This design comes from an exercise in tuning for small area, a short achievable clock period and few clock cycles per item on the open sky130 flow, not from production work. Function was checked by simulation only, so behaviour that the tests miss may differ from the original. No activity file was given, so power comes from the tool's default toggle rates.

==> config.mk <==
export PLATFORM = sky130hd
export DESIGN_NAME = Life_Main
export DESIGN_NICKNAME = Life_Main
export VERILOG_FILES = /design/flow/design.v
export SDC_FILE = /design/flow/constraint.sdc
export NUM_CORES = 4
export LEC_CHECK = 0
export CAP_MARGIN = 20
export CORE_MARGIN = 2
export CORE_UTILIZATION = 40
export SETUP_SLACK_MARGIN = 2.0
export SLEW_MARGIN = 20
export SYNTH_HIERARCHICAL = 1
==> run.sh <==
#!/bin/bash
# synth_recipe.tcl (not shown) runs the flow's synth.tcl, then flattens the netlist and writes it again
# the make line also repeats each setting of config.mk as NAME=value (left out here)
make -C /OpenROAD-flow-scripts/flow DESIGN_CONFIG=/design/flow/config.mk WORK_HOME=/design/flow/orfs CLKGATE_MAP_FILE= SYNTH_SCRIPT=/design/flow/synth_recipe.tcl finish
==> design.v <==
module Life_FA (a, b, c, s, co);
  input  a, b, c;
  output s, co;
  assign s  = a ^ b ^ c;
  assign co = (a & b) | (a & c) | (b & c);
endmodule
module Life_HA (a, b, s, co);
  input  a, b;
  output s, co;
  assign s  = a ^ b;
  assign co = a & b;
endmodule
module Life_Pair (a0, b0, a1, b1, sa, sb, kb);
  input  a0, b0, a1, b1;
  output sa, sb, kb;
  wire   ka;
  Life_HA h (.a(a0), .b(a1), .s(sa), .co(ka));
  Life_FA f (.a(b0), .b(b1), .c(ka), .s(sb), .co(kb));
endmodule
module Life_c_a21o (A1, A2, B1, X);
  input  A1, A2, B1;
  output X;
  assign X = (A1&A2) | (B1);
endmodule
module Life_c_a31oi (A1, A2, A3, B1, Y);
  input  A1, A2, A3, B1;
  output Y;
  assign Y = (~A1&~B1) | (~A2&~B1) | (~A3&~B1);
endmodule
module Life_c_nand2 (A, B, Y);
  input  A, B;
  output Y;
  assign Y = (~A) | (~B);
endmodule
module Life_c_nor2 (A, B, Y);
  input  A, B;
  output Y;
  assign Y = (~A&~B);
endmodule
module Life_c_o21ai (A1, A2, B1, Y);
  input  A1, A2, B1;
  output Y;
  assign Y = (~A1&~A2) | (~B1);
endmodule
module Life_c_o22ai (A1, A2, B1, B2, Y);
  input  A1, A2, B1, B2;
  output Y;
  assign Y = (~B1&~B2) | (~A1&~A2);
endmodule
module Life_c_o311ai (A1, A2, A3, B1, C1, Y);
  input  A1, A2, A3, B1, C1;
  output Y;
  assign Y = (~A1&~A2&~A3) | (~B1) | (~C1);
endmodule
module Life_Next (sa, sb, kb, ao, bo, c, sin, ld, st, hd, d);
  input  sa, sb, kb, ao, bo, c, sin, ld, st, hd;
  output d;
  wire   _00_, _01_, _02_, _03_, _04_, _05_, _06_, _07_, _08_, _09_, _10_;
  Life_c_a21o g11 (.A1(sb), .A2(bo), .B1(kb), .X(_00_));
  Life_c_nor2 g12 (.A(sa), .B(ao), .Y(_01_));
  Life_c_o22ai g13 (.A1(sa), .A2(ao), .B1(sb), .B2(bo), .Y(_02_));
  Life_c_nor2 g14 (.A(_02_), .B(_00_), .Y(_03_));
  Life_c_a31oi g15 (.A1(c), .A2(_00_), .A3(_01_), .B1(_03_), .Y(_04_));
  Life_c_nand2 g16 (.A(sa), .B(ao), .Y(_05_));
  Life_c_nor2 g17 (.A(c), .B(_05_), .Y(_06_));
  Life_c_o21ai g18 (.A1(sb), .A2(bo), .B1(kb), .Y(_07_));
  Life_c_nand2 g19 (.A(_07_), .B(st), .Y(_08_));
  Life_c_nand2 g20 (.A(ld), .B(sin), .Y(_09_));
  Life_c_nand2 g21 (.A(c), .B(hd), .Y(_10_));
  Life_c_o311ai g22 (.A1(_06_), .A2(_08_), .A3(_04_), .B1(_09_), .C1(_10_), .Y(d));
endmodule
module Life_Main (Clk, Reset, RD, WR, Addr, DataIn, DataOut);
  input         Clk, Reset, RD, WR;
  input  [14:0] Addr;
  input  [31:0] DataIn;
  output [31:0] DataOut;
  reg  [6:0]  count;           
  wire        run   = |count;
  wire        shift = (RD | WR) & ~Addr[0];
  wire        go    = WR & Addr[0] & (|DataIn[6:0]);
  wire        ld = ~Reset & shift;
  wire        st = ~Reset & ~shift & (run | go);
  wire        hd = ~Reset & ~shift & ~(run | go);
  wire [63:0] row  [0:15];     
  wire [63:0] sin  [0:15];     
  genvar r, x;
  generate
    for (r = 0; r < 16; r = r + 1) begin : R
      reg  [63:0] q;
      wire [63:0] d;
      wire [63:0] a, b;        
      wire [65:0] ae = {1'b0, a, 1'b0};
      wire [65:0] be = {1'b0, b, 1'b0};
      for (x = 0; x < 64; x = x + 1) begin : C
        if (r == 0) begin : T
          Life_HA v (.a(q[x]), .b(row[1][x]), .s(a[x]), .co(b[x]));
        end else if (r == 15) begin : B
          Life_HA v (.a(row[14][x]), .b(q[x]), .s(a[x]), .co(b[x]));
        end else begin : M
          Life_FA v (.a(row[r-1][x]), .b(q[x]), .c(row[r+1][x]), .s(a[x]), .co(b[x]));
        end
      end
      for (x = 0; x < 64; x = x + 2) begin : P
        wire sa, sb, kb;
        Life_Pair p (.a0(a[x]), .b0(b[x]), .a1(a[x+1]), .b1(b[x+1]), .sa(sa), .sb(sb), .kb(kb));
        Life_Next n0 (.sa(sa), .sb(sb), .kb(kb), .ao(ae[x]), .bo(be[x]), .c(q[x]),
                      .sin(sin[r][x]), .ld(ld), .st(st), .hd(hd), .d(d[x]));
        Life_Next n1 (.sa(sa), .sb(sb), .kb(kb), .ao(ae[x+3]), .bo(be[x+3]), .c(q[x+1]),
                      .sin(sin[r][x+1]), .ld(ld), .st(st), .hd(hd), .d(d[x+1]));
      end
      assign row[r] = q;
      always @(posedge Clk) q <= d;
    end
    for (r = 0; r < 15; r = r + 1) begin : S
      assign sin[r] = row[r + 1];
    end
  endgenerate
  assign sin[15] = {row[0][31:0], WR ? DataIn : 32'd0};
  always @(posedge Clk) begin
    if (Reset)
      count <= 7'd0;
    else if (WR & Addr[0])
      count <= go ? DataIn[6:0] - 7'd1 : 7'd0;
    else if (run)
      count <= count - 7'd1;
  end
  assign DataOut = Addr[0] ? {25'd0, count} : row[0][63:32];
endmodule
==> constraint.sdc <==
create_clock -name core_clock -period 5.0 [get_ports {Clk}]
set_input_delay 1.0000 -clock core_clock [delete_from_list [all_inputs] [get_ports {Clk}]]
set_output_delay 1.0000 -clock core_clock [all_outputs]
set_load 0.01 [all_outputs]
==> run notes, run 1 <==
* Status: finished clean
* Total routed wirelength at 345000 µm
* M1 WL at 175000 µm
* Worst VDD drop at 0.218 mV
* Top layer in use: met5
* Slowest CP cell: dlygate4sd2_1
* Endpoint class of the critical path: flip-flop
* Syn Std Cell Area at 119000 µm²
* Hold Violations, Final at 0
* CP Class: in -> reg
* Seq/Total Area, Yosys at 17.3%
* Antenna Nets Post-Route at 0
* Clock transition at the registers of the reported paths at 0.06 ns
* HPWL Detailed at 257000 µm
* GRT overflow at 0
* DR WL/cell at 17.1 µm
* FP Rows at 200
* Vias per inst at 5.82
* MaxCap Viol Count at 0
* Total negative slack at 0 ns
* Slew @ Worst Pin at 1.21 ns
* Layout cells sized above 1 at 2.80%
* Final Cycle Share at 58.9%
* Synthesis Warnings at 7
* GPL Wtd Cong at 0.842
* Fmax at 0.339 GHz
* H-Tree Depth at 4
* Die span in x at 550 µm
* Nets at 18180
* Io pins at 83
* # clock sinks at 1031
* Largest net degree at the start of global routing at 106
* Met2 wire len at 145000 µm
* Clock skew at 0.0562 ns
* Final Util at 44.8%
* Drt drc at 0
* Core Box Area at 297000 µm²
* Clock latency (worst-skew pair) at 0.83 ns
* Worst Hold Class: reg -> reg
* Synth unique cells at 39
* Clock Tree Root: clkbuf_16
* Crit path from: DataIn[6]
* Req. time, crit path at 5.72 ns
* Fin. max-slew vios at 0
* Hold Startpoint: R[0].q[47]$_DFF_P_
* Post-CTS Hold Buffers at 0
* Initial antenna violation count at 9
* DR WL met3 at 19600 µm
* Cell mode on critical path: buf_12
* Worst-path fanout max at 25
* P_leak at 63.3 nW
* Critical path's largest stage delay at 0.65 ns
* Syn-to-layout area delta at 11.5%
* Setup slack at placement at 0.420 ns
* Crit path cell chain: dlygate4sd2_1, nor2b_1, buf_4, a21boi_1, o21ai_1, a21oi_4, buf_12, buf_16, buf_12, bufbuf_16, nand2_1, o311ai_2
* Die Ht at 550 µm
* Synthesized flop and latch total at 1031
* Worst Path Arrival at 3.67 ns
* DR iter-0 viols at 9803
* Die ar. at 303000 µm²
* Cell Pwr Density at 185 nW/µm²
* Port Buffers at 68
* RSZ-0062 raised after global routing: yes
* Num CTS Buffers at 153
* R2R Path Start: R[8].q[22]$_DFF_P_
* Initial Util at 40.2%
* Period minus WS final at 2.95 ns
* Clk buf depth at 4
* Vias in the first global route at 105529
* Final setup margin at 2.05 ns
* Cell count after synthesis at 15505
* Final setup vio count at 0
* CTS tree: done
* Syn avg cell area at 7.69 µm²
* Startpoint types: input pin
* Pre-antenna DRT Iters at 7
* Via count at 117124
* First-pass GRT wire length at 566000 µm
* Slew HR at 18.5%
* GRT Overall Usage at 22.3%
modules after synthesis, one instance, submodules excluded, excerpt:
module / cells inside / flops+latches / copies in the design
Life_c_nor2: 1 / 0 / 3072
Life_c_a31oi: 1 / 0 / 1024
Life_FA: 1 / 0 / 1408
Life_c_o21ai: 1 / 0 / 1024
Life_c_nand2: 1 / 0 / 4096
Life_HA: 1 / 0 / 640
Life_c_a21o: 1 / 0 / 1024
Life_c_o311ai: 1 / 0 / 1024
Life_Main: 1169 / 1031 / 1
Life_c_o22ai: 1 / 0 / 1024
layout make-up:
cell class / instances / area, µm²
clock inverter: 27 / 236
timing repair buffer: 235 / 3010
inverter: 4 / 15.0
antenna: 1 / 2.50
fill: 29387 / 164000
clock buffer: 236 / 4730
tap: 3939 / 4930
sequential: 1031 / 20700
multi-input combinational: 14652 / 99400
layout by cell type (no fill, tap or decap), types with 84 or more instances in the layout:
cell type and count:
fa_1 1408, a31oi_1 1024, ha_1 644, nor2_1 3080, buf_4 84, nand2_1 4104, o22ai_1 1024, conb_1 192
o21ai_1 1025, o311ai_1 1021, clkbuf_16 170, a21o_1 1024, dfxtp_1 1010
critical path, delay by kind of cell:
| kind | cells | cell delay [ns] |
|---|---|---|
| and+or+nand+nor | 2 | 0.20 |
| buffers and inverters | 6 | 1.67 |
| AOI/OAI and AO/OA | 4 | 0.76 |
registers in the layout, indices dropped and copies added, names as in the netlist:
name,flops
R.q,1024
count,7
through the flow:
stage / area (µm²) / hold WS, ns / total power (W) / instances
floorplan: 120000 / 0.528 / 0.0132 / 15696
global placement: 127000 / 0.564 / 0.0131 / 19821
detailed placement: 127000 / 0.570 / 0.0132 / 19821
CTS: 133000 / 0.553 / 0.0247 / 20103
global route: 133000 / 0.576 / 0.0257 / 20125
finish: 133000 / 0.552 / 0.0246 / 20125
report_power, final:
part	internal, W	switching [W]
registers	0.00832	0.000259
clock network	0.00662	0.00452
logic	0.00170	0.00320
path summary, 6_finish.rpt:
check,end,cells after the start,slack (ns)
setup / recovery,R[0].q[41]$_DFF_P_,12,2.05
hold / removal,R[0].q[47]$_DFF_P_,2,0.55
setup reg to reg,R[8].q[23]$_DFF_P_,7,2.16
hold reg to reg,R[0].q[47]$_DFF_P_,2,0.55
layer usage:
layer,GRT usage (%),vias to the layer above
met3,2.56,310
met1,34.5,55559
li1,-,58332
met5,0,-
met4,3.75,2
met2,33.2,2921
Yosys cell counts (all sizes together):
library cell  number  area [µm²]
o21bai             1        11.3
mux2i              2        20.0
conb               1        3.75
nor3               3        15.0
nor3b              2        15.0
xor2               5        43.8
a22o               2        17.5
nand3b             1        11.3
nor2b             26         163
mux2               7        78.8
o31ai              2        15.0
o21a               1        7.51
fa              1408       28200
clkbuf             8        31.3
dfxtp           1031       20600
nand2           4104       15400
a21oi              4        20.0
ha               644        8060
nor4               2        12.5
o311ai          1024        8970
a31oi           1024        6410
buf                1        3.75
xnor2              3        26.3
and2              33         209
a21o            1024        7690
o32ai              2        25.0
or4                2        18.8
nor2            3081       11600
inv                4        15.0
o22ai           1024        6410
o21ai           1025        5130
a22oi              2        15.0
a21boi             2        15.0
kinds of logic (layout without fill, tap and decap cells):
group | Yosys count | after routing | share of synthesized area (%)
and+or+nand+nor | 7254 | 7254 | 23.0
AOI/OAI and AO/OA | 5137 | 5137 | 29.1
adders and majority gates | 2052 | 2052 | 30.4
DFF | 1031 | 1031 | 17.3
buffers and inverters | 13 | 502 | 0.0420
muxes | 9 | 9 | 0.0829
xor gates and xnor gates | 8 | 8 | 0.0588
other | 1 | 193 | 0.00314
repair_timing:
item	4_1_cts	5_1_grt
hold endpoints to repair	0	0
endpoints found under the setup margin	1055	805
buffers inserted	13	10
pin swaps	1	1
resized for setup	109	25
cloned	6	11
Testbench counts, summed over its fixed seeds: cycles 17,057, items 128.
==> run 2, diff against run 1 <==
--- a/config.mk
+++ b/config.mk
@@ -9,5 +9,5 @@
 export CORE_MARGIN = 2
 export CORE_UTILIZATION = 40
-export SETUP_SLACK_MARGIN = 2.0
+export SETUP_SLACK_MARGIN = 2.4
 export SLEW_MARGIN = 20
 export SYNTH_HIERARCHICAL = 1
==> run notes, run 2 <==
* Post-synth top area cell: fa_1
* Final setup margin at 2.38 ns (+0.325 ns)
* DR WL/cell at 17.8 µm (+3.9%)
* Fin. max-slew vios at 0 (unchanged)
* MaxCap Viol Count at 0 (unchanged)
* Post-synth top cells: 4104 x nand2_1, 3080 x nor2_1, 1408 x fa_1
* DR iter-0 viols at 9663 (-1.4%)
* Most numerous cell in the Yosys netlist: nand2_1
* HPWL Detailed at 257000 µm (unchanged)
* Drt drc at 0 (unchanged)
* Setup slack at placement at 0.420 ns (unchanged)
* Req. time, crit path at 4.00 ns (-1.72 ns)
* Fmax at 0.381 GHz (+12%)
* Clock Tree Root: clkbuf_16
* Ys async rst share at 0% (unchanged)
* Clock transition at the registers of the reported paths at 0.05 ns (about the same)
* Reg with most FFs: R.q
* Final Util at 46.7% (+1.9 points)
* Core Box Area at 297000 µm² (unchanged)
* Worst Path Arrival at 1.62 ns (-2.05 ns)
* Syn Std Cell Area at 119000 µm² (unchanged)
* Seq/Total Area, Yosys at 17.3% (unchanged)
* Pre-antenna DRT Iters at 6 (-1)
* GRT overflow at 0 (unchanged)
* CTS tree: done
* Syn-to-layout area delta at 16.2%
* Vias per inst at 5.87 (+0.88%)
* Design Area, Final at 139000 µm² (+4.2%)
* Most common cell after layout, fill and taps aside: nand2_1
* Initial antenna violation count at 8 (-1)
* Total negative slack at 0 ns (unchanged)
* Critical path's largest stage delay at 0.36 ns (-0.29 ns)
* Main area contributors after synthesis: fa_1 24%, dfxtp_1 17%, nand2_1 13%, nor2_1 9.7%, o311ai_1 7.5%
* Clock latency (worst-skew pair) at 0.83 ns (about the same)
* Synth unique cells at 39 (unchanged)
* Cell Pwr Density at 183 nW/µm² (-1.3%)
* Antenna Nets Post-Route at 0 (unchanged)
* Crit path cell chain: buf_16, mux2_2, buf_6
* Worst VDD drop at 0.226 mV (+3.6%)
* Area share of the largest cell type after synthesis at 23.6% (unchanged)
* Via count at 118674 (+1.3%)
* Period minus WS final at 2.62 ns (-0.325 ns)
* Multi-input logic area at 100000 µm² (+1.1%)
* Final setup vio count at 0 (unchanged)
* Die ar. at 303000 µm² (unchanged)
* CP delay by family, top: multiplexers
* Final hold slack at 0.529 ns (-0.0226 ns)
* Initial Util at 40.2% (unchanged)
* Main synth FF type: dfxtp_1
* Number of flip-flops in the largest register at 1024 (unchanged)
* GRT Overall Usage at 22.8% (+0.54 points)
* Die span in x at 550 µm (unchanged)
* CP Buf/Inv Count at 2 (-4)
* Startpoint types: input pin
* Status: finished clean
* Filler cells at 28840 (-1.9%)
* Endpoint class of the critical path: output port
* Post-CTS Hold Buffers at 0 (unchanged)
* DP Area at 127000 µm² (unchanged)
* Largest registers: R.q (1024), count (7)
* CP Class: in -> out
* Cell count after synthesis at 15505 (unchanged)
* Die Ht at 550 µm (unchanged)
* Final Cycle Share at 52.4% (-6.5 points)
* Slew HR at 20.9% (+2.4 points)
* Synthesized flop and latch total at 1031 (unchanged)
* Total routed wirelength at 360000 µm (+4.4%)
* GPL Wtd Cong at 0.842 (unchanged)
* Synthesis Warnings at 7 (unchanged)
* Io pins at 83 (unchanged)
* FP Rows at 200 (unchanged)
* Slowest CP cell: mux2_2
* RSZ-0062 raised after global routing: yes
* Reg area at 23200 µm² (+12%)
* Syn avg cell area at 7.69 µm² (unchanged)
* Layout cells sized above 1 at 11.3% (+8.5 points)
* EDFF count, synth at 0 (unchanged)
* Commonest cells after routing, fill and taps aside: 4086 x nand2_1, 3079 x nor2_1, 1212 x fa_1
* # clock sinks at 1031 (unchanged)
* Hold Violations, Final at 0 (unchanged)
* Port Buffers at 68 (unchanged)
* Largest net degree at the start of global routing at 106 (unchanged)
* Slew @ Worst Pin at 1.18 ns (-0.0355 ns)
* P_leak at 64.4 nW (+1.9%)
* Worst-path fanout max at 13 (-48%)
* Nets at 18268 (+0.48%)
* Clk buf depth at 4 (unchanged)
* Num CTS Buffers at 153 (unchanged)
* Vias in the first global route at 106093 (+0.53%)
* Worst Hold Class: reg -> reg
* H-Tree Depth at 4 (unchanged)
* Clock skew at 0.0530 ns (-0.00315 ns)
* First-pass GRT wire length at 576000 µm (+1.7%)
-- run 2: cell count changes in the layout (fill, tap and decap cells not counted), moves of 27 or more --
cell,delta
dfxtp_2,+457
fa_1,-196
buf_6,+27
dfxtp_4,+521
fa_2,+196
o311ai_2,+60
buf_16,+37
dfxtp_1,-978
o311ai_1,-60
dlygate4sd2_1,-33
-- run 2: worst paths after layout --
path / depth (start not counted) / from / slack, ns / end
max reg2reg: 7 / R[3].q[14]$_DFF_P_ / 2.46 / R[3].q[15]$_DFF_P_
min: 2 / R[0].q[48]$_DFF_P_ / 0.53 / R[0].q[48]$_DFF_P_
max: 3 / Addr[0] / 2.38 / DataOut[1]
min reg2reg: 2 / R[0].q[48]$_DFF_P_ / 0.53 / R[0].q[48]$_DFF_P_
-- run 2: layer usage --
metal  up-vias  global-route usage, %  wire length, µm
met3       344                   2.43            21700
met4         0                   3.76             5610
li1      58670                      -                -
met1     56574                   35.5           180000
met5         -                      0                0
met2      3086                   34.0           153000
-- run 2: cell families (layout without fill, tap and decap cells) --
| kind of cell | after synthesis | in the layout | share of synthesized area, % |
|---|---|---|---|
| and+or+nand+nor | 7254 | 7254 | 23.0 |
| AOI/OAI and AO/OA | 5137 | 5137 | 29.1 |
| buffers and inverters | 13 | 590 | 0.0420 |
| DFF | 1031 | 1031 | 17.3 |
| xor gates and xnor gates | 8 | 8 | 0.0588 |
| other | 1 | 194 | 0.00314 |
| adders and majority gates | 2052 | 2052 | 30.4 |
| muxes | 9 | 9 | 0.0829 |
-- run 2: per-module statistics from Yosys, one instance, submodules excluded, a selection --
| module | copies in the design | flops+latches | cell area, µm² |
|---|---|---|---|
| Life_c_nand2 | 4096 | 0 | 3.75 |
| Life_c_a21o | 1024 | 0 | 7.51 |
| Life_c_a31oi | 1024 | 0 | 6.26 |
| Life_FA | 1408 | 0 | 20.0 |
| Life_c_o311ai | 1024 | 0 | 8.76 |
| Life_c_nor2 | 3072 | 0 | 3.75 |
| Life_HA | 640 | 0 | 12.5 |
| Life_Main | 1 | 1031 | 21600 |
| Life_c_o21ai | 1024 | 0 | 5.00 |
| Life_c_o22ai | 1024 | 0 | 6.26 |
-- run 2: power by group --
part           internal (W)  total (W)  switching [W]
Combinational       0.00227    0.00584        0.00358
Sequential          0.00806    0.00832       0.000263
Clock               0.00662     0.0112        0.00454
Total                0.0169     0.0253        0.00838
-- run 2: layout make-up --
type	count	area share, %
clock buffer	236	3.41
timing repair buffer	323	3.56
clock inverter	27	0.171
sequential	1031	16.8
tap	3939	3.56
multi-input combinational	14652	72.5
antenna	2	0.00361
inverter	4	0.0108
-- run 2: per-stage QoR --
step	std cells	total power, W
final	20214	0.0253
after global routing	20213	0.0264
after CTS	20164	0.0253
after detailed placement	19821	0.0132
after global placement	19821	0.0131
after floorplan	15696	0.0132
-- run 2: worst reg2reg max path: cells and delay by family, from the launching register on --
| kind | cells | cell delay [ns] |
|---|---|---|
| AOI/OAI and AO/OA | 3 | 0.53 |
| adders and majority gates | 3 | 1.33 |
| DFF | 1 | 0.46 |
| and+or+nand+nor | 1 | 0.10 |
-- run 2: repair_timing --
action / 4_1_cts / 5_1_grt
setup buffers: 50 / 19
gates cloned: 30 / 29
pin swaps: 2 / 61
gates resized for setup: 673 / 1503
setup endpoints to repair: 1056 / 1037
==> run 3, diff against run 2 <==
--- a/design.v
+++ b/design.v
@@ -70,4 +70,22 @@
   Life_c_o311ai g22 (.A1(_06_), .A2(_08_), .A3(_04_), .B1(_09_), .C1(_10_), .Y(d));
 endmodule
+module Life_c_nand3 (A, B, C, Y);
+  input  A, B, C;
+  output Y;
+  assign Y = (~A) | (~B) | (~C);
+endmodule
+module Life_NextE (sa, sb, kb, c, sin, ld, st, hd, d);
+  input  sa, sb, kb, c, sin, ld, st, hd;
+  output d;
+  wire   _00_, _01_, _02_, _03_, _04_, _05_, _06_;
+  Life_c_nor2 g07 (.A(sa), .B(sb), .Y(_00_));
+  Life_c_nand3 g08 (.A(_00_), .B(kb), .C(c), .Y(_01_));
+  Life_c_nand2 g09 (.A(sa), .B(sb), .Y(_02_));
+  Life_c_o21ai g10 (.A1(kb), .A2(_02_), .B1(_01_), .Y(_03_));
+  Life_c_nand2 g11 (.A(_03_), .B(st), .Y(_04_));
+  Life_c_nand2 g12 (.A(hd), .B(c), .Y(_05_));
+  Life_c_nand2 g13 (.A(ld), .B(sin), .Y(_06_));
+  Life_c_nand3 g14 (.A(_04_), .B(_05_), .C(_06_), .Y(d));
+endmodule
 module Life_Main (Clk, Reset, RD, WR, Addr, DataIn, DataOut);
   input         Clk, Reset, RD, WR;
@@ -90,6 +108,4 @@
       wire [63:0] d;
       wire [63:0] a, b;        
-      wire [65:0] ae = {1'b0, a, 1'b0};
-      wire [65:0] be = {1'b0, b, 1'b0};
       for (x = 0; x < 64; x = x + 1) begin : C
         if (r == 0) begin : T
@@ -104,8 +120,18 @@
         wire sa, sb, kb;
         Life_Pair p (.a0(a[x]), .b0(b[x]), .a1(a[x+1]), .b1(b[x+1]), .sa(sa), .sb(sb), .kb(kb));
-        Life_Next n0 (.sa(sa), .sb(sb), .kb(kb), .ao(ae[x]), .bo(be[x]), .c(q[x]),
-                      .sin(sin[r][x]), .ld(ld), .st(st), .hd(hd), .d(d[x]));
-        Life_Next n1 (.sa(sa), .sb(sb), .kb(kb), .ao(ae[x+3]), .bo(be[x+3]), .c(q[x+1]),
-                      .sin(sin[r][x+1]), .ld(ld), .st(st), .hd(hd), .d(d[x+1]));
+        if (x == 0) begin : E0
+          Life_NextE n0 (.sa(sa), .sb(sb), .kb(kb), .c(q[x]),
+                         .sin(sin[r][x]), .ld(ld), .st(st), .hd(hd), .d(d[x]));
+        end else begin : N0
+          Life_Next n0 (.sa(sa), .sb(sb), .kb(kb), .ao(a[x-1]), .bo(b[x-1]), .c(q[x]),
+                        .sin(sin[r][x]), .ld(ld), .st(st), .hd(hd), .d(d[x]));
+        end
+        if (x == 62) begin : E1
+          Life_NextE n1 (.sa(sa), .sb(sb), .kb(kb), .c(q[x+1]),
+                         .sin(sin[r][x+1]), .ld(ld), .st(st), .hd(hd), .d(d[x+1]));
+        end else begin : N1
+          Life_Next n1 (.sa(sa), .sb(sb), .kb(kb), .ao(a[x+2]), .bo(b[x+2]), .c(q[x+1]),
+                        .sin(sin[r][x+1]), .ld(ld), .st(st), .hd(hd), .d(d[x+1]));
+        end
       end
       assign row[r] = q;
==> run notes, run 3 <==
* Io pins at 83 (unchanged)
* Hold Violations, Final at 0 (unchanged)
* Slowest CP cell: dfxtp_4
* Total negative slack at 0 ns (unchanged)
* Clock share of power at 46.1% (+2.0 points)
* Clock transition at the registers of the reported paths at 0.05 ns (about the same)
* Slew @ Worst Pin at 1.15 ns (-0.0249 ns)
* Synthesized flop and latch total at 1031 (unchanged)
* MaxCap Viol Count at 0 (unchanged)
* Port Buffers at 68 (unchanged)
* CP Buf/Inv Count at 1 (-1)
* Num CTS Buffers at 154 (+0.65%)
* Crit path cell chain: mux2_4, buf_6
* Flop pwr share at 35.0% (+2.1 points)
* Period minus WS final at 2.69 ns (+0.0683 ns)
* CP Class: reg -> out
* Most common cell after layout, fill and taps aside: nand2_1
* FP Rows at 199 (-0.50%)
* Die span in x at 548 µm (-0.35%)
* P_leak at 62.5 nW (-3.1%)
* Via count at 115431 (-2.7%)
* Clk buf depth at 4 (unchanged)
* Vias per inst at 5.82 (-0.85%)
* Crit path from: R[0].q[32]$_DFF_P_
* Initial Util at 40.2% (+0.051 points)
* Die Ht at 548 µm (-0.35%)
* Endpoint class of the critical path: output port
* Antenna Nets Post-Route at 0 (unchanged)
* Most numerous cell in the Yosys netlist: nand2_1
* Final Cycle Share at 53.8% (+1.4 points)
* Status: finished clean
* CP delay by family, top: flip-flops
* Hold Startpoint: R[0].q[63]$_DFF_P_
* Vias in the first global route at 107732 (+1.5%)
* Slew HR at 20.9% (+0.027 points)
* Clock skew at 0.0458 ns (-0.00720 ns)
* Drt drc at 0 (unchanged)
* GRT overflow at 0 (unchanged)
* Pre-antenna DRT Iters at 8 (+2)
* Area share of the largest cell type after synthesis at 23.8% (+0.17 points)
* GPL Wtd Cong at 0.834 (-0.89%)
* Final setup vio count at 0 (unchanged)
* Clock latency (worst-skew pair) at 0.84 ns (about the same)
* Switching power at 0.00743 W (-11%)
* Startpoint types: flip-flop
* Cell count after synthesis at 15376 (-0.83%)
* Die ar. at 300000 µm² (-0.71%)
* DR WL/cell at 17.4 µm (-2.4%)
* Switching Share at 31.6% (-1.4 points)
* Initial antenna violation count at 5 (-3)
* DR iter-0 viols at 7458 (-23%)
* Largest net degree at the start of global routing at 112 (+5.7%)
* Seq/Total Area, Yosys at 17.4% (+0.12 points)
* H-Tree Depth at 4 (unchanged)
* Fmax at 0.372 GHz (-2.5%)
* Syn avg cell area at 7.70 µm² (+0.12%)
* EDFF count, synth at 0 (unchanged)
* Syn-to-layout area delta at 14.5%
* Post-synth top cells: 4104 x nand2_1, 3015 x nor2_1, 1408 x fa_1
* R2R Path Start: count[2]$_SDFFE_PP0P_
* Synth unique cells at 38 (-2.6%)
* Ys async rst share at 0% (unchanged)
* Number of flip-flops in the largest register at 1024 (unchanged)
* Worst-path fanout max at 2 (-11)
* Worst Hold Class: reg -> reg
* First-pass GRT wire length at 563000 µm (-2.3%)
* Layout cells sized above 1 at 11.4% (+0.11 points)
* CTS tree: done
* Combinational power share at 18.9% (-4.2 points)
* Worst Path Arrival at 1.69 ns (+0.07 ns)
* Largest registers: R.q (1024), count (7)
* Internal power at 0.0161 W (-5.3%)
* Nets at 17905 (-2.0%)
* Main area contributors after synthesis: fa_1 24%, dfxtp_1 17%, nand2_1 13%, nor2_1 9.6%, o311ai_1 7.3%
* Total routed wirelength at 345000 µm (-4.2%)
* Final hold slack at 0.502 ns (-0.0272 ns)
* Worst VDD drop at 0.248 mV (+9.5%)
* Syn Std Cell Area at 118000 µm² (-0.71%)
* Main synth FF type: dfxtp_1
* Core Box Area at 294000 µm² (-0.84%)
* GRT Overall Usage at 22.1% (-0.65 points)
* Critical path's largest stage delay at 0.37 ns (about the same)
* Synthesis Warnings at 7 (unchanged)
* Clock Tree Root: clkbuf_16
* Post-synth top area cell: fa_1
* HPWL Detailed at 243000 µm (-5.4%)
* Reg with most FFs: R.q
* Cell Pwr Density at 173 nW/µm² (-5.2%)
* RSZ-0062 raised after global routing: yes
* Commonest cells after routing, fill and taps aside: 4077 x nand2_1, 3014 x nor2_1, 1124 x fa_1
* Req. time, crit path at 4.00 ns (about the same)
* Fin. max-slew vios at 0 (unchanged)
* # clock sinks at 1031 (unchanged)
## run 3: cell count changes after synthesis, moves of 31 or more
cell      before   now
nor2_1      3080  3015
nand3_1        0    64
a21o_1      1024   992
a31oi_1     1024   992
o311ai_1    1024   992
o22ai_1     1024   993
## run 3: area by class of cell
type	instances	area, µm²
antenna	7	17.5
sequential	1031	22600
clock buffer	246	4620
fill	28998	159000
clock inverter	13	104
inverter	5	21.3
timing repair buffer	279	4250
multi-input combinational	14331	99000
tap	3919	4900
## run 3: worst min-delay path, delay by kind of cell, from the launching register on
family	cells	cell delay, ns
flip-flops	1	0.35
AND/OR/NAND/NOR	2	0.11
## run 3: logic make-up after synthesis
| group | after synthesis | synth area share [%] |
|---|---|---|
| compound gates | 5008 | 28.5 |
| buf+inv | 14 | 0.0454 |
| simple gates | 7254 | 23.2 |
| flops | 1031 | 17.4 |
| fa+ha+maj | 2052 | 30.6 |
| xor+xnor | 8 | 0.0592 |
| mux | 9 | 0.0835 |
## run 3: worst paths after layout
check                           slack (ns)  depth (start not counted)             endpoint
worst max register to register        2.43                         14  R[14].q[27]$_DFF_P_
worst max-delay path                  2.31                          2           DataOut[0]
worst min-delay path                  0.50                          2   R[0].q[63]$_DFF_P_
worst min register to register        0.50                          2   R[0].q[63]$_DFF_P_
## run 3: power by group through the flow
stage / clock network, W / registers [W] / logic, W
CTS: 0.0111 / 0.00835 / 0.00420
global route: 0.0113 / 0.00822 / 0.00478
floorplan: 0 / 0.00848 / 0.00362
finish: 0.0108 / 0.00821 / 0.00445
detailed placement: 0 / 0.00853 / 0.00311
global placement: 0 / 0.00854 / 0.00310
## run 3: timing repair
item	in CTS	in global routing
cloned	39	8
setup endpoints to repair	1053	943
buffers inserted	66	22
resized for setup	561	1377
hold buffers	0	0
pin swaps	22	91
## run 3: per-module statistics from Yosys, one instance, submodules excluded, a selection
| module | copies in the design | flops+latches | cells inside |
|---|---|---|---|
| Life_HA | 640 | 0 | 1 |
| Life_c_a21o | 992 | 0 | 1 |
| Life_c_a31oi | 992 | 0 | 1 |
| Life_c_nand2 | 4096 | 0 | 1 |
| Life_c_nor2 | 3008 | 0 | 1 |
| Life_c_o21ai | 1024 | 0 | 1 |
| Life_c_o22ai | 992 | 0 | 1 |
| Life_c_o311ai | 992 | 0 | 1 |
## run 3: through the flow
stage | utilization (%) | cells | worst slack (ns) | instance area (µm²) | power [W]
after floorplan | - | 15376 | -14.40 | 118000 | 0.0121
after global placement | 42.5 | 19430 | 0.900 | 125000 | 0.0116
after detailed placement | 42.5 | 19430 | 0.862 | 125000 | 0.0116
after CTS | 45.0 | 19794 | 2.20 | 132000 | 0.0237
after global routing | 46.1 | 19830 | 2.26 | 136000 | 0.0243
final | 46.1 | 19831 | 2.31 | 136000 | 0.0235
## run 3: routing by layer
layer | GRT usage (%) | up-vias | share of wire (%)
met1 | 29.2 | 55041 | 45
met4 | 4.96 | 0 | 2.3
met2 | 38.8 | 2186 | 48
met5 | 0 | - | 0
met3 | 2.37 | 445 | 4.2
li1 | - | 57759 | -
Testbench counts of run 3, summed over its fixed seeds: cycles 17,057, items 128.
==> run 4, diff against run 3 <==
--- a/config.mk
+++ b/config.mk
@@ -8,5 +8,5 @@
 export CAP_MARGIN = 20
 export CORE_MARGIN = 2
-export CORE_UTILIZATION = 40
+export CORE_UTILIZATION = 60
 export SETUP_SLACK_MARGIN = 2.4
 export SLEW_MARGIN = 20
==> run notes, run 4 <==
* Switching Share at 31.3% (-0.32 points)
* Hold Path End: R[0].q[63]$_DFF_P_
* Die span in x at 448 µm (-18%)
* Clock Tree Root: clkbuf_16
* Seq/Total Area, Yosys at 17.4% (unchanged)
* Post-synth top area cell: fa_1
* Area share of the largest cell type after synthesis at 23.8% (unchanged)
* Num CTS Buffers at 145 (-5.8%)
* EDFF count, synth at 0 (unchanged)
* Worst VDD drop at 0.345 mV (+39%)
* Req. time, crit path at 5.67 ns (+1.67 ns)
* Met2 wire len at 181000 µm (+8.7%)
* Total routed wirelength at 363000 µm (+5.3%)
* Synth Area in Simple Gates at 23.2% (unchanged)
* Internal power at 0.0154 W (-4.0%)
* MaxCap Viol Count at 0 (unchanged)
* Multi-input logic area at 98800 µm² (-0.25%)
* Largest net degree at the start of global routing at 79 (-29%)
* Final hold slack at 0.512 ns (+0.0103 ns)
* Top layer in use: met4
* Filler cells at 15940 (-45%)
* R2R Path Start: R[11].q[36]$_DFF_P_
* Clock share of power at 47.1% (+1.0 points)
* Endpoint class of the critical path: flip-flop
* Switching power at 0.00703 W (-5.5%)
* Worst Path Arrival at 3.27 ns (+1.58 ns)
* Die Ht at 448 µm (-18%)
* CP Class: reg -> reg
* Post-synth top cells: 4104 x nand2_1, 3015 x nor2_1, 1408 x fa_1
* Port Buffers at 68 (unchanged)
* Reg2Reg Depth at 7 (-7)
* # clock sinks at 1031 (unchanged)
* Fmax at 0.384 GHz (+3.4%)
* Flop pwr share at 36.0% (+1.0 points)
* Final Cycle Share at 52.0% (-1.8 points)
* Period minus WS final at 2.60 ns (-0.0885 ns)
* DR iter-0 viols at 9855 (+32%)
* Worst-path fanout max at 7 (+5)
* Pre-antenna DRT Iters at 9 (+1)
* Slew @ Worst Pin at 0.546 ns (-0.608 ns)
* Startpoint types: flip-flop
* Hold path depth at 2 (unchanged)
* Vias per inst at 6.65 (+14%)
* Worst R2R Setup Slack at 2.40 ns (-0.03 ns)
* Status: finished clean
* Initial antenna violation count at 6 (+1)
* Slew HR at 63.6% (+43 points)
* Clock transition at the registers of the reported paths at 0.05 ns (about the same)
* Syn avg cell area at 7.70 µm² (unchanged)
* CTS tree: done
* Commonest cells after routing, fill and taps aside: 4104 x nand2_1, 3013 x nor2_1, 1107 x fa_1
* M1 WL at 143000 µm (-7.7%)
* Via count at 123194 (+6.7%)
* Synth unique cells at 38 (unchanged)
* Main area contributors after synthesis: fa_1 24%, dfxtp_1 17%, nand2_1 13%, nor2_1 9.6%, o311ai_1 7.3%
* Reg area at 23100 µm² (+2.2%)
* FP Rows at 163 (-18%)
* Ys async rst share at 0% (unchanged)
* Reg-to-reg endpoint: R[12].q[37]$_DFF_P_
* Largest registers: R.q (1024), count (7)
* DR WL met3 at 20400 µm (+40%)
* Main synth FF type: dfxtp_1
* Antenna Nets Post-Route at 0 (unchanged)
* GRT Overall Usage at 34.8% (+13 points)
* Post-Synth Adder-Cell Area at 30.6% (unchanged)
* Layout cells sized above 1 at 11.2% (-0.28 points)
* Clock latency (worst-skew pair) at 0.82 ns (-0.02 ns)
* Cell count after synthesis at 15376 (unchanged)
* Compound-gate portion of the synthesized area at 28.5% (unchanged)
* Die ar. at 201000 µm² (-33%)
* Drt drc at 0 (unchanged)
* Multiplexer area fraction after synthesis at 0.0835% (unchanged)
* Clock skew at 0.0256 ns (-0.0202 ns)
* Post-Synth XOR/XNOR Area at 0.0592% (unchanged)
* Synthesis Warnings at 7 (unchanged)
* Combinational power share at 16.9% (-2.0 points)
* HPWL Detailed at 264000 µm (+8.7%)
* First-pass GRT wire length at 589000 µm (+4.6%)
* Most numerous cell in the Yosys netlist: nand2_1
* Hold Startpoint: R[0].q[63]$_DFF_P_
* Io pins at 83 (unchanged)
* Vias in the first global route at 121905 (+13%)
* Final setup vio count at 0 (unchanged)
* Fin. max-slew vios at 0 (unchanged)
* Hold Violations, Final at 0 (unchanged)
* Most common cell after layout, fill and taps aside: nand2_1
* Total negative slack at 0 ns (unchanged)
* Cell Pwr Density at 168 nW/µm² (-2.9%)
* Worst Hold Class: reg -> reg
* Nets at 17880 (-0.14%)
* GRT overflow at 0 (unchanged)
* Initial Util at 60.2% (+20 points)
* GPL Wtd Cong at 0.883 (+5.8%)
* DR WL/cell at 19.6 µm (+13%)
* Synthesized flop and latch total at 1031 (unchanged)
* P_leak at 62.0 nW (-0.69%)
* Syn-to-layout area delta at 12.6%
* H-Tree Depth at 4 (unchanged)
* Clk buf depth at 3 (-1)
* Syn Std Cell Area at 118000 µm² (unchanged)
* Largest family of logic cells by synthesized area: adder cells
* Reg with most FFs: R.q
* Number of flip-flops in the largest register at 1024 (unchanged)
* Core Box Area at 197000 µm² (-33%)
* RSZ-0062 raised after global routing: yes
==> run 4: cells by family after synthesis <==
family / count (synthesis)
compound gates: 5008
flops: 1031
simple gates: 7254
fa+ha+maj: 2052
buf+inv: 14
mux: 9
xor+xnor: 8
==> run 4: through the flow <==
stage	cells	instance area, µm²	setup slack [ns]	power, W	utilization (%)
global route	18525	133000	2.29	0.0231	67.7
CTS	18483	130000	2.31	0.0225	66.1
floorplan	15376	118000	-14.40	0.0121	-
detailed placement	18192	124000	0.925	0.0117	63.0
global placement	18192	124000	0.998	0.0116	63.0
finish	18526	133000	2.40	0.0224	67.7
==> run 4: critical path: stages, from the launching register on <==
cell and delay, ns:
dfxtp_2 0.44, fa_2 0.51, ha_1 0.24, fa_1 0.54
a21o_1 0.24, nor2_1 0.13, a31oi_1 0.06, o311ai_1 0.32
==> run 4: worst max path at each step <==
stage	start	end	slack, ns
6_report	R[11].q[36]$_DFF_P_	R[12].q[37]$_DFF_P_	2.40
5_1_grt	R[7].q[7]$_DFF_P_	R[8].q[6]$_DFF_P_	2.29
4_1_cts	Addr[0]	DataOut[14]	2.31
3_5_place_dp	DataIn[0]	R[5].q[52]$_DFF_P_	0.92
3_3_place_gp	DataIn[0]	R[10].q[56]$_DFF_P_	1.0
2_1_floorplan	DataIn[3]	R[0].q[11]$_DFF_P_	-14.40
==> run 4: final cells by class <==
type	instances	area share (%)
clock buffers	232	3.35
well taps	2640	2.48
flip-flops and latches	1031	17.3
repair buffers	263	2.57
clock inverters	17	0.110
inverters	5	0.0141
diodes	7	0.0131
multi-input cells	14331	74.1
==> run 4: power by group through the flow <==
| stage | clock network (W) | registers, W | logic, W |
|---|---|---|---|
| 5_1_grt | 0.0110 | 0.00807 | 0.00405 |
| 3_5_place_dp | 0 | 0.00850 | 0.00321 |
| 2_1_floorplan | 0 | 0.00848 | 0.00362 |
| 4_1_cts | 0.0107 | 0.00831 | 0.00357 |
| 6_report | 0.0106 | 0.00807 | 0.00379 |
| 3_3_place_gp | 0 | 0.00849 | 0.00314 |
==> run 4: per-module statistics from Yosys (local to each module, per instance), excerpt <==
module / flip-flops and latches / times used
Life_Main: 1031 / 1
Life_c_a21o: 0 / 992
Life_c_o311ai: 0 / 992
Life_c_o22ai: 0 / 992
Life_HA: 0 / 640
Life_c_o21ai: 0 / 1024
Life_c_nor2: 0 / 3008
Life_c_nand3: 0 / 64
Life_FA: 0 / 1408
Life_c_nand2: 0 / 4096
Life_c_a31oi: 0 / 992
==> run 4: routing by layer <==
| metal | vias up | global-route usage (%) |
|---|---|---|
| met4 | 0 | 18.6 |
| met2 | 4419 | 61.6 |
| met1 | 60037 | 41.1 |
| met5 | - | 0 |
| met3 | 1002 | 4.29 |
| li1 | 57736 | - |
==> run 4: what timing repair did <==
action,CTS,global route
hold buffers,0,0
gates cloned,13,7
pin swaps,3,61
setup buffers,29,29
endpoints found under the setup margin,1056,974
gates resized for setup,736,1282
==> run 5, diff against run 4 <==
--- a/config.mk
+++ b/config.mk
@@ -8,5 +8,5 @@
 export CAP_MARGIN = 20
 export CORE_MARGIN = 2
-export CORE_UTILIZATION = 60
+export CORE_UTILIZATION = 70
 export SETUP_SLACK_MARGIN = 2.4
 export SLEW_MARGIN = 20
==> run notes, run 5 <==
* Fin. max-slew vios at 0 (unchanged)
* Total routed wirelength at 377000 µm (+3.8%)
* Antenna Nets Post-Route at 0 (unchanged)
* First-pass GRT wire length at 596000 µm (+1.2%)
* Critical path's largest stage delay at 0.61 ns (+0.07 ns)
* Initial antenna violation count at 2 (-4)
* DP Area at 123000 µm² (-0.69%)
* GRT overflow at 0 (unchanged)
* P_leak at 61.9 nW (-0.23%)
* Via count at 128101 (+4.0%)
* # clock sinks at 1031 (unchanged)
* HPWL Detailed at 259000 µm (-1.9%)
* Layout cells sized above 1 at 11.2% (-0.020 points)
* Most numerous cell in the Yosys netlist: nand2_1
* Vias in the first global route at 126032 (+3.4%)
* MaxCap Viol Count at 0 (unchanged)
* Die span in x at 415 µm (-7.4%)
* Clk buf depth at 3 (unchanged)
* Clock skew at 0.0252 ns (-0.000412 ns)
* Main synth FF type: dfxtp_1
* Synth unique cells at 38 (unchanged)
* Final setup vio count at 0 (unchanged)
* FP Rows at 150 (-8.0%)
* Main area contributors after synthesis: fa_1 24%, dfxtp_1 17%, nand2_1 13%, nor2_1 9.6%, o311ai_1 7.3%
* Endpoint class of the critical path: flip-flop
* CP delay by family, top: adder cells
* Worst VDD drop at 0.368 mV (+6.9%)
* Clock latency (worst-skew pair) at 0.83 ns (about the same)
* RSZ-0062 raised after global routing: yes
* Worst R2R Setup Slack at 2.38 ns (-0.02 ns)
* Reg with most FFs: R.q
* Hold Violations, Final at 0 (unchanged)
* Cell Pwr Density at 167 nW/µm² (-0.64%)
* Slowest CP cell: fa_2
* Die ar. at 172000 µm² (-14%)
* Initial Util at 70.6% (+10 points)
* Status: finished clean
* Req. time, crit path at 5.69 ns (+0.02 ns)
* Clock Tree Root: clkbuf_16
* Die Ht at 415 µm (-7.4%)
* Total negative slack at 0 ns (unchanged)
* Largest registers: R.q (1024), count (7)
* Pre-antenna DRT Iters at 13 (+4)
* H-Tree Depth at 4 (unchanged)
* CTS tree: done
* Commonest cells after routing, fill and taps aside: 4103 x nand2_1, 3011 x nor2_1, 1091 x fa_1
* Post-synth top cells: 4104 x nand2_1, 3015 x nor2_1, 1408 x fa_1
* Slew @ Worst Pin at 0.508 ns (-0.0385 ns)
* Startpoint types: flip-flop
* Drt drc at 0 (unchanged)
* EDFF count, synth at 0 (unchanged)
* Nets at 17860 (-0.11%)
* Worst Path Arrival at 3.31 ns (+0.04 ns)
* Clock transition at the registers of the reported paths at 0.06 ns (about the same)
* Fmax at 0.381 GHz (-0.84%)
* Final Cycle Share at 52.5% (+0.44 points)
* Core Box Area at 168000 µm² (-15%)
* Synthesized flop and latch total at 1031 (unchanged)
* Period minus WS final at 2.62 ns (+0.0221 ns)
* DR iter-0 viols at 13978 (+42%)
* Io pins at 83 (unchanged)
* GRT Overall Usage at 40.7% (+5.9 points)
* Final hold slack at 0.519 ns (+0.00619 ns)
* Design Area, Final at 133000 µm² (-0.44%)
* Syn-to-layout area delta at 12.1%
* Slew HR at 66.1% (+2.5 points)
* Worst-path fanout max at 7 (unchanged)
* Most common cell after layout, fill and taps aside: nand2_1
* Ys async rst share at 0% (unchanged)
* Port Buffers at 68 (unchanged)
* Cell mode on critical path: fa_2
* Vias per inst at 7.09 (+6.7%)
* CP Buf/Inv Count at 0 (unchanged)
* Synthesis Warnings at 7 (unchanged)
* Number of flip-flops in the largest register at 1024 (unchanged)
* Num CTS Buffers at 138 (-4.8%)
* Worst Hold Class: reg -> reg
* Post-synth top area cell: fa_1
* Seq/Total Area, Yosys at 17.4% (unchanged)
* CP Class: reg -> reg
* DR WL/cell at 20.9 µm (+6.5%)
* GPL Wtd Cong at 0.908 (+2.9%)
* Area share of the largest cell type after synthesis at 23.8% (unchanged)
* Largest net degree at the start of global routing at 165 (+110%)
* Syn Std Cell Area at 118000 µm² (unchanged)
* Syn avg cell area at 7.70 µm² (unchanged)
* Crit path cell chain: fa_2, ha_2, fa_2, a21o_1, nor2_1, a31oi_1, o311ai_1
* Cell count after synthesis at 15376 (unchanged)
-- run 5: area by class of cell --
class	instances	area, µm²
multi-input combinational	14331	98900
clock buffer	226	4210
fill	11256	34900
inverter	5	18.8
timing repair buffer	250	3650
tap	2204	2760
antenna	2	5.00
clock inverter	11	82.6
sequential	1031	23000
-- run 5: per-module statistics from Yosys, one instance, submodules excluded, excerpt --
module,times used,cells inside,area [µm²]
Life_Main,1,1168,21600
Life_c_o311ai,992,1,8.76
Life_c_o21ai,1024,1,5.00
Life_c_nand3,64,1,5.00
Life_c_o22ai,992,1,6.26
Life_c_nand2,4096,1,3.75
Life_c_a21o,992,1,7.51
Life_c_a31oi,992,1,6.26
Life_FA,1408,1,20.0
Life_HA,640,1,12.5
Life_c_nor2,3008,1,3.75
-- run 5: power by group --
group          total, W  internal [W]  switching, W
logic           0.00408       0.00136       0.00273
registers       0.00807       0.00800     0.0000668
clock network    0.0100       0.00575       0.00428
total            0.0222        0.0151       0.00708
-- run 5: per-stage QoR --
stage	setup WS (ns)	cells	utilization, %	total power, W
2_1_floorplan	-14.40	15376	-	0.0121
4_1_cts	2.38	18017	77.2	0.0220
5_1_grt	2.27	18058	79.2	0.0226
3_3_place_gp	0.916	17728	73.5	0.0115
6_report	2.38	18060	79.2	0.0222
3_5_place_dp	0.751	17728	73.5	0.0116
-- run 5: per-layer routing --
layer | track usage (%) | up-vias | share of wire (%) | wire length (µm)
met5 | 0 | - | 0.012 | 45
met4 | 26.8 | 4 | 6.5 | 24400
met3 | 6.74 | 1828 | 8.8 | 33200
met2 | 70.3 | 7408 | 49 | 183000
met1 | 46.6 | 61197 | 36 | 136000
li1 | - | 57664 | - | -
-- run 5: worst paths after layout --
check,cells after the start,from,to
setup reg to reg,7,R[6].q[32]$_DFF_P_,R[5].q[32]$_DFF_P_
hold reg to reg,2,R[0].q[63]$_DFF_P_,R[0].q[63]$_DFF_P_
setup / recovery,7,R[6].q[32]$_DFF_P_,R[5].q[32]$_DFF_P_
hold / removal,2,R[0].q[63]$_DFF_P_,R[0].q[63]$_DFF_P_
-- run 5: tightest hold or removal path, cell delays in order (launching register included) --
cell,delay (ns)
dfxtp_4,0.37
nand2_1,0.06
nand3_1,0.05
-- run 5: logic make-up (layout without fill, tap and decap cells) --
group	after synthesis	after routing	share of synthesized area [%]
buffers and inverters	14	492	0.0454
DFF	1031	1031	17.4
xor gates and xnor gates	8	8	0.0592
adders and majority gates	2052	2052	30.6
AOI/OAI and AO/OA	5008	5008	28.5
and+or+nand+nor	7254	7254	23.2
other	0	2	0
muxes	9	9	0.0835
-- run 5: what timing repair did --
item / in CTS / in global routing
setup buffers: 28 / 31
hold endpoints to repair: 0 / 0
cloned: 24 / 10
resized for setup: 800 / 1242
hold buffers: 0 / 0
endpoints found under the setup margin: 1056 / 1019
pin swaps: 2 / 56
==> run 6, diff against run 5 <==
--- a/design.v
+++ b/design.v
@@ -10,4 +10,13 @@
   assign s  = a ^ b;
   assign co = a & b;
+endmodule
+module Life_Ctl (Reset, RD, WR, A0, run, gz, ld, st, hd);
+  input  Reset, RD, WR, A0, run, gz;
+  output ld, st, hd;
+  wire shift = (RD | WR) & ~A0;                
+  wire step  = run | (WR & A0 & gz);           
+  assign ld = ~Reset & shift;
+  assign st = ~Reset & ~shift & step;
+  assign hd = ~Reset & ~shift & ~step;
 endmodule
 module Life_Pair (a0, b0, a1, b1, sa, sb, kb);
@@ -94,10 +103,6 @@
   output [31:0] DataOut;
   reg  [6:0]  count;           
-  wire        run   = |count;
-  wire        shift = (RD | WR) & ~Addr[0];
-  wire        go    = WR & Addr[0] & (|DataIn[6:0]);
-  wire        ld = ~Reset & shift;
-  wire        st = ~Reset & ~shift & (run | go);
-  wire        hd = ~Reset & ~shift & ~(run | go);
+  reg         run;             
+  wire        gz  = |DataIn[6:0];
   wire [63:0] row  [0:15];     
   wire [63:0] sin  [0:15];     
@@ -106,4 +111,7 @@
     for (r = 0; r < 16; r = r + 1) begin : R
       reg  [63:0] q;
+      wire        ld, st, hd;  
+      Life_Ctl ctl (.Reset(Reset), .RD(RD), .WR(WR), .A0(Addr[0]), .run(run), .gz(gz),
+                    .ld(ld), .st(st), .hd(hd));
       wire [63:0] d;
       wire [63:0] a, b;        
@@ -144,11 +152,15 @@
   assign sin[15] = {row[0][31:0], WR ? DataIn : 32'd0};
   always @(posedge Clk) begin
-    if (Reset)
+    if (Reset) begin
       count <= 7'd0;
-    else if (WR & Addr[0])
-      count <= go ? DataIn[6:0] - 7'd1 : 7'd0;
-    else if (run)
+      run   <= 1'b0;
+    end else if (WR & Addr[0]) begin
+      count <= gz ? DataIn[6:0] - 7'd1 : 7'd0;
+      run   <= gz & (DataIn[6:1] != 6'd0);
+    end else if (run) begin
       count <= count - 7'd1;
+      run   <= count != 7'd1;
+    end
   end
-  assign DataOut = Addr[0] ? {25'd0, count} : row[0][63:32];
+  assign DataOut = {32{run}} | ({32{~Addr[0]}} & row[0][63:32]);
 endmodule
--- a/config.mk
+++ b/config.mk
@@ -8,5 +8,5 @@
 export CAP_MARGIN = 20
 export CORE_MARGIN = 2
-export CORE_UTILIZATION = 70
+export CORE_UTILIZATION = 40
 export SETUP_SLACK_MARGIN = 2.4
 export SLEW_MARGIN = 20
==> run notes, run 6 <==
* Req. time, crit path at 4.00 ns (-1.69 ns)
* EDFF count, synth at 0 (unchanged)
* Cell Pwr Density at 153 nW/µm² (-8.2%)
* Die Ht at 550 µm (+32%)
* Setup slack at placement at 0.966 ns (+0.216 ns)
* Number of flip-flops in the largest register at 1024 (unchanged)
* Final setup vio count at 0 (unchanged)
* Clock transition at the registers of the reported paths at 0.05 ns (about the same)
* Worst-path fanout max at 8 (+1)
* Critical path's largest stage delay at 0.21 ns (-0.40 ns)
* Main area contributors after synthesis: fa_1 24%, dfxtp_1 17%, nand2_1 13%, nor2_1 9.6%, o311ai_1 7.3%
* Slowest CP cell: a21o_1
* Clock skew at 0.0351 ns (+0.00992 ns)
* Fin. max-slew vios at 0 (unchanged)
* Final setup margin at 2.05 ns (-0.330 ns)
* HPWL Detailed at 279000 µm (+7.8%)
* Via count at 120880 (-5.6%)
* Syn Std Cell Area at 119000 µm² (+0.70%)
* Clock latency (worst-skew pair) at 0.86 ns (+0.03 ns)
* Worst Hold Class: in -> reg
* Fmax at 0.339 GHz (-11%)
* Vias per inst at 6.02 (-15%)
* Synthesized flop and latch total at 1032 (+0.097%)
* Worst VDD drop at 0.211 mV (-43%)
* H-Tree Depth at 4 (unchanged)
* DR iter-0 viols at 9600 (-31%)
* Final hold slack at 0.516 ns (-0.00267 ns)
* Synthesis Warnings at 7 (unchanged)
* Nets at 18118 (+1.4%)
* CP delay by family, top: buffers and inverters
* Reg area at 23100 µm² (+0.22%)
* Commonest cells after routing, fill and taps aside: 4009 x nand2_1, 3013 x nor2_1, 1170 x fa_1
* Slew @ Worst Pin at 1.04 ns (+0.534 ns)
* Worst Path Arrival at 1.95 ns (-1.36 ns)
* Synth unique cells at 40 (+5.3%)
* Total routed wirelength at 403000 µm (+7.0%)
* Clk buf depth at 4 (+1)
* Pre-antenna DRT Iters at 8 (-5)
* GRT Overall Usage at 24.9% (-16 points)
* Startpoint types: input pin
* Final Cycle Share at 59.1% (+6.6 points)
* # clock sinks at 1032 (+0.097%)
* DR WL/cell at 20.1 µm (-3.8%)
* Cell count after synthesis at 15503 (+0.83%)
* Syn avg cell area at 7.69 µm² (-0.12%)
* Io pins at 83 (unchanged)
* Seq/Total Area, Yosys at 17.3% (-0.10 points)
* Hold Violations, Final at 0 (unchanged)
* Total negative slack at 0 ns (unchanged)
* Core Box Area at 297000 µm² (+77%)
* Area share of the largest cell type after synthesis at 23.6% (-0.17 points)
* GPL Wtd Cong at 0.866 (-4.7%)
* DP Area at 127000 µm² (+2.8%)
* Clock Tree Root: clkbuf_16
* Multi-input logic area at 100000 µm² (+1.5%)
* Drt drc at 0 (unchanged)
* Die span in x at 550 µm (+32%)
* Antenna Nets Post-Route at 0 (unchanged)
* Status: finished clean
* Most numerous cell in the Yosys netlist: nand2_1
* Post-CTS Hold Buffers at 0 (unchanged)
* Post-synth top area cell: fa_1
* Port Buffers at 68 (unchanged)
* Filler cells at 28910 (+160%)
* Initial Util at 40.2% (-30 points)
* Largest registers: R.q (1024), count (7), run (1)
* CP Buf/Inv Count at 5 (+5)
* Most common cell after layout, fill and taps aside: nand2_1
* MaxCap Viol Count at 0 (unchanged)
* FP Rows at 200 (+33%)
* Post-synth top cells: 4101 x nand2_1, 3045 x nor2_1, 1408 x fa_1
* Endpoint class of the critical path: output port
* Main synth FF type: dfxtp_1
* Initial antenna violation count at 16 (+14)
* Slew HR at 30.6% (-36 points)
* Ys async rst share at 0% (unchanged)
* First-pass GRT wire length at 616000 µm (+3.4%)
* Die ar. at 302000 µm² (+75%)
* Largest net degree at the start of global routing at 65 (-61%)
* P_leak at 63.1 nW (+1.9%)
* GRT overflow at 0 (unchanged)
* Crit path cell chain: buf_16, clkinvlp_4, buf_6, buf_12, a21o_1, buf_2
* RSZ-0062 raised after global routing: yes
* Period minus WS final at 2.95 ns (+0.330 ns)
* Num CTS Buffers at 154 (+12%)
* Design Area, Final at 139000 µm² (+4.6%)
* CP Class: in -> out
* Vias in the first global route at 110776 (-12%)
* Layout cells sized above 1 at 12.5% (+1.4 points)
* CTS tree: done
* Syn-to-layout area delta at 16.4%
* Reg with most FFs: R.q
run 6: cell count changes after synthesis, sizes merged, moves of 7 or more:
cell and delta:
a21o +32, nor2 +29, inv +18, a32oi +16, o21bai +15, o22ai +15
nor3b +13, nor2b -10, mux2 -7
run 6: through the flow:
stage | instances | util, % | power, W
after floorplan | 15503 | - | 0.00920
after global placement | 19619 | 42.7 | 0.00990
after detailed placement | 19619 | 42.7 | 0.00991
after CTS | 19967 | 45.1 | 0.0215
after global routing | 20069 | 46.8 | 0.0219
final | 20075 | 46.8 | 0.0213
run 6: final cells by class:
cell class                 count  share of cell area, %
sequential                  1032                   16.6
clock inverter                24                  0.196
inverter                      23                 0.0766
clock buffer                 245                   3.37
timing repair buffer         366                   3.80
multi-input combinational  14437                   72.3
tap                         3939                   3.55
antenna                        7                 0.0126
timing repair inverter         2                 0.0279
run 6: logic make-up after synthesis:
family,count (synthesis),synth area share [%]
AOI/OAI and AO/OA,5088,28.8
DFF,1032,17.3
adders and majority gates,2051,30.4
xor gates and xnor gates,8,0.0588
buffers and inverters,35,0.111
and+or+nand+nor,7289,23.3
run 6: worst min-delay path: stages:
cell,delay (ns)
clkbuf_2,0.13
or3_1,0.12
a21oi_1,0.05
run 6: per-layer routing:
metal	track usage, %	wire length, µm
met5	0	55
met4	7.79	15600
met3	2.76	24800
met2	42.0	190000
met1	33.4	172000
run 6: what timing repair did:
| action | CTS | global route |
|---|---|---|
| resized for setup | 689 | 1538 |
| buffers inserted | 48 | 59 |
| pin swaps | 14 | 91 |
| endpoints found under the hold margin | 0 | 0 |
| endpoints found under the setup margin | 1056 | 1056 |
| gates cloned | 31 | 42 |
run 6: per-module statistics from Yosys, one instance, submodules excluded, a selection:
module | cell area, µm² | cells | times used
Life_Main | 21500 | 1167 | 1
Life_FA | 20.0 | 1 | 1408
Life_HA | 12.5 | 1 | 640
Life_c_a21o | 7.51 | 1 | 992
Life_c_o311ai | 8.76 | 1 | 992
Life_c_o21ai | 5.00 | 1 | 1024
Life_c_nor2 | 3.75 | 1 | 3008
Life_c_nand3 | 5.00 | 1 | 64
Life_c_nand2 | 3.75 | 1 | 4096
Life_Ctl | 52.6 | 8 | 16
Life_c_a31oi | 6.26 | 1 | 992
Life_c_o22ai | 6.26 | 1 | 992
run 6: path summary, 6_finish.rpt:
| path | startpoint | endpoint | slack [ns] | depth (start not counted) |
|---|---|---|---|---|
| min | DataIn[0] | count[0]$_SDFFE_PP0P_ | 0.52 | 3 |
| min reg2reg | R[4].q[0]$_DFF_P_ | R[4].q[0]$_DFF_P_ | 0.53 | 2 |
| max | Addr[0] | DataOut[15] | 2.05 | 6 |
| max reg2reg | R[6].q[25]$_DFF_P_ | R[7].q[25]$_DFF_P_ | 2.43 | 7 |
run 6: where the power goes:
group	leakage (nW)	internal, W	switching [W]	total [W]
registers	8.96	0.00798	0.0000328	0.00801
logic	51.7	0.000664	0.00135	0.00201
clock network	2.44	0.00660	0.00468	0.0113
Testbench counts of run 6, summed over its fixed seeds: cycles 17,057, items 128.
==> run 7, diff against run 6 <==
--- a/design.v
+++ b/design.v
@@ -46,4 +46,9 @@
   output Y;
   assign Y = (~A&~B);
+endmodule
+module Life_c_inv (A, Y);
+  input  A;
+  output Y;
+  assign Y = ~A;
 endmodule
 module Life_c_o21ai (A1, A2, B1, Y);
@@ -104,4 +109,5 @@
   reg  [6:0]  count;           
   reg         run;             
+  reg         idle;            
   wire        gz  = |DataIn[6:0];
   wire [63:0] row  [0:15];     
@@ -155,12 +161,22 @@
       count <= 7'd0;
       run   <= 1'b0;
+      idle  <= 1'b1;
     end else if (WR & Addr[0]) begin
       count <= gz ? DataIn[6:0] - 7'd1 : 7'd0;
       run   <= gz & (DataIn[6:1] != 6'd0);
+      idle  <= ~(gz & (DataIn[6:1] != 6'd0));
     end else if (run) begin
       count <= count - 7'd1;
       run   <= count != 7'd1;
+      idle  <= count == 7'd1;
     end
   end
-  assign DataOut = {32{run}} | ({32{~Addr[0]}} & row[0][63:32]);
+  genvar i;
+  generate
+    for (i = 0; i < 32; i = i + 1) begin : O
+      wire wn;
+      Life_c_inv   n (.A(row[0][32+i]), .Y(wn));
+      Life_c_o21ai o (.A1(Addr[0]), .A2(wn), .B1(idle), .Y(DataOut[i]));
+    end
+  endgenerate
 endmodule
--- a/config.mk
+++ b/config.mk
@@ -8,5 +8,5 @@
 export CAP_MARGIN = 20
 export CORE_MARGIN = 2
-export CORE_UTILIZATION = 40
+export CORE_UTILIZATION = 60
 export SETUP_SLACK_MARGIN = 2.4
 export SLEW_MARGIN = 20
==> run notes, run 7 <==
* Commonest cells after routing, fill and taps aside: 3389 x nand2_1, 3010 x nor2_1, 1403 x fa_1
* Worst-path fanout max at 8 (unchanged)
* Num CTS Buffers at 144 (-6.5%)
* Ys async rst share at 0% (unchanged)
* Die ar. at 202000 µm² (-33%)
* EDFF count, synth at 0 (unchanged)
* Clock skew at 0.0290 ns (-0.00609 ns)
* Drt drc at 0 (unchanged)
* Slowest CP cell: or4_4
* Total negative slack at 0 ns (unchanged)
* DR WL/cell at 22.8 µm (+14%)
* Most common cell after layout, fill and taps aside: nand2_1
* Cell Pwr Density at 150 nW/µm² (-2.5%)
* Clock latency (worst-skew pair) at 0.83 ns (-0.03 ns)
* Synthesis Warnings at 7 (unchanged)
* Initial Util at 60.4% (+20 points)
* Post-synth top cells: 4101 x nand2_1, 3044 x nor2_1, 1408 x fa_1
* RSZ-0062 raised after global routing: yes
* Worst VDD drop at 0.375 mV (+78%)
* Filler cells at 14712 (-49%)
* Worst Path Arrival at 3.59 ns (+1.64 ns)
* Initial antenna violation count at 23 (+7)
* MaxCap Viol Count at 0 (unchanged)
* Total routed wirelength at 430000 µm (+6.8%)
* Cell count after synthesis at 15531 (+0.18%)
* Worst Hold Class: in -> reg
* Core Box Area at 197000 µm² (-33%)
* Number of flip-flops in the largest register at 1024 (unchanged)
* HPWL Detailed at 272000 µm (-2.6%)
* Final Cycle Share at 58.0% (-1.1 points)
* Slew HR at 29.2% (-1.4 points)
* H-Tree Depth at 4 (unchanged)
* Final Util at 73.3% (+26 points)
* GRT overflow at 0 (unchanged)
* Main area contributors after synthesis: fa_1 24%, dfxtp_1 17%, nand2_1 13%, nor2_1 9.6%, o311ai_1 7.3%
* Nets at 18213 (+0.52%)
* Status: finished clean
* Clk buf depth at 3 (-1)
* CP Class: in -> reg
* CP Buf/Inv Count at 9 (+4)
* Area share of the largest cell type after synthesis at 23.6% (about the same)
* Antenna Nets Post-Route at 0 (unchanged)
* FP Rows at 163 (-19%)
* Post-synth top area cell: fa_1
* CTS tree: done
* Pre-antenna DRT Iters at 10 (+2)
* DR iter-0 viols at 12523 (+30%)
* Syn Std Cell Area at 119000 µm² (about the same)
[run 7: cell types whose count changed after synthesis, sizes merged, moves of 3 or more]
cell	previous run	this run
xnor2	3	6
buf	4	0
clkbuf	8	5
o21ai	1025	1057
xor2	5	2
inv	23	55
a21o	1024	993
[run 7: layout make-up]
class	count	area (µm²)	share of cell area, %
repair buffers	439	7440	5.15
clock buffers	234	4570	3.16
inverters	55	210	0.145
diodes	13	32.5	0.0225
flip-flops and latches	1033	21600	14.9
well taps	2640	3300	2.28
clock inverters	17	175	0.121
multi-input cells	14438	107000	74.2
[run 7: cells by family (layout without fill, tap and decap cells)]
kind of cell	after synthesis	in the layout	share of synthesized area (%)
fa+ha+maj	2051	2051	30.4
xor+xnor	8	8	0.0587
other cells	0	13	0
buf+inv	60	745	0.189
compound gates	5091	5091	28.8
simple gates	7288	7288	23.3
flops	1033	1033	17.3
[run 7: Yosys stat by module, one instance, submodules excluded, excerpt]
module,cells,cell area [µm²],flip-flops and latches
Life_Main,1131,21300,1033
Life_Ctl,8,52.6,0
Life_FA,1,20.0,0
Life_HA,1,12.5,0
Life_c_o311ai,1,8.76,0
Life_c_a21o,1,7.51,0
Life_c_a31oi,1,6.26,0
Life_c_o22ai,1,6.26,0
Life_c_nand3,1,5.00,0
Life_c_o21ai,1,5.00,0
Life_c_inv,1,3.75,0
Life_c_nand2,1,3.75,0
Life_c_nor2,1,3.75,0
[run 7: tightest hold or removal path, cell delays in order]
cell     delay (ns)
buf_8          0.08
xor2_1         0.09
o32ai_2        0.10
[run 7: metrics by stage]
stage | cells | total power [W] | setup slack, ns | hold slack [ns] | instance area, µm²
floorplan | 15531 | 0.00918 | 0.605 | 0.491 | 119000
global placement | 18363 | 0.00978 | 0.824 | 0.526 | 125000
detailed placement | 18363 | 0.00983 | 0.756 | 0.547 | 125000
CTS | 18763 | 0.0210 | 2.11 | 0.526 | 134000
global route | 18864 | 0.0220 | 2.06 | 0.494 | 145000
finish | 18869 | 0.0216 | 2.10 | 0.504 | 145000
[run 7: layer usage]
metal | up-vias | track usage (%) | part of all wire (%)
met5 | - | 0 | 0.032
met4 | 16 | 21.6 | 6.0
met3 | 1531 | 7.35 | 11
met2 | 6496 | 64.3 | 46
met1 | 63608 | 45.8 | 37
li1 | 58671 | - | -
[run 7: power breakdown]
| group | switching [W] | leakage (nW) | internal [W] |
|---|---|---|---|
| registers | 0.0000449 | 8.69 | 0.00824 |
| logic | 0.00163 | 59.7 | 0.000862 |
| clock network | 0.00450 | 2.32 | 0.00635 |
[run 7: repair_timing]
item	in CTS	in global routing
hold buffers	0	0
gates cloned	68	60
endpoints found under the setup margin	1056	1056
pin swaps	70	248
buffers inserted	81	33
gates resized for setup	809	1979
[run 7: worst paths after layout]
check | from | to | slack [ns] | cells after the start
worst max-delay path | DataIn[5] | R[3].q[45]$_DFF_P_ | 2.10 | 15
worst min-delay path | DataIn[5] | count[5]$_SDFFE_PP0P_ | 0.50 | 3
worst max register to register | R[2].q[19]$_DFF_P_ | R[3].q[18]$_DFF_P_ | 2.13 | 7
worst min register to register | R[15].q[63]$_DFF_P_ | R[15].q[63]$_DFF_P_ | 0.55 | 2
Testbench counts of run 7, summed over its fixed seeds: cycles 17,057, items 128.

[separate check: timing with driven ports]
Ports are ideal in the flow. The routed layouts listed here were re-timed in OpenROAD.
Step 1: set_driving_cell puts a clkbuf_16 on Clk and a buf_2 on each other input, an assumption about the parent block.
Step 2 also shifts input and output timing later by t, the mid clock arrival at the registers, as if the neighbouring blocks saw the same clock.
Three values: ideal, step 1, step 2; two values: the first two.
| run | shift t [ns] | slack for setup (ns) |
|---|---|---|
| run 1 | 0.903 | 2.053 / 2.037 / 1.225 |
| run 2 | 0.903 | 2.379 / 2.176 / 1.521 |
| run 3 | 0.927 | 2.310 / 2.066 / 1.523 |
| run 4 | 0.897 | 2.399 / 2.262 / 1.633 |
| run 5 | 0.907 | 2.377 / 2.212 / 1.580 |
| run 6 | 0.942 | 2.047 / 1.956 / 1.441 |
| run 7 | 0.916 | 2.100 / 2.047 / 1.241 |
After both steps setup and hold are still met in every run listed.
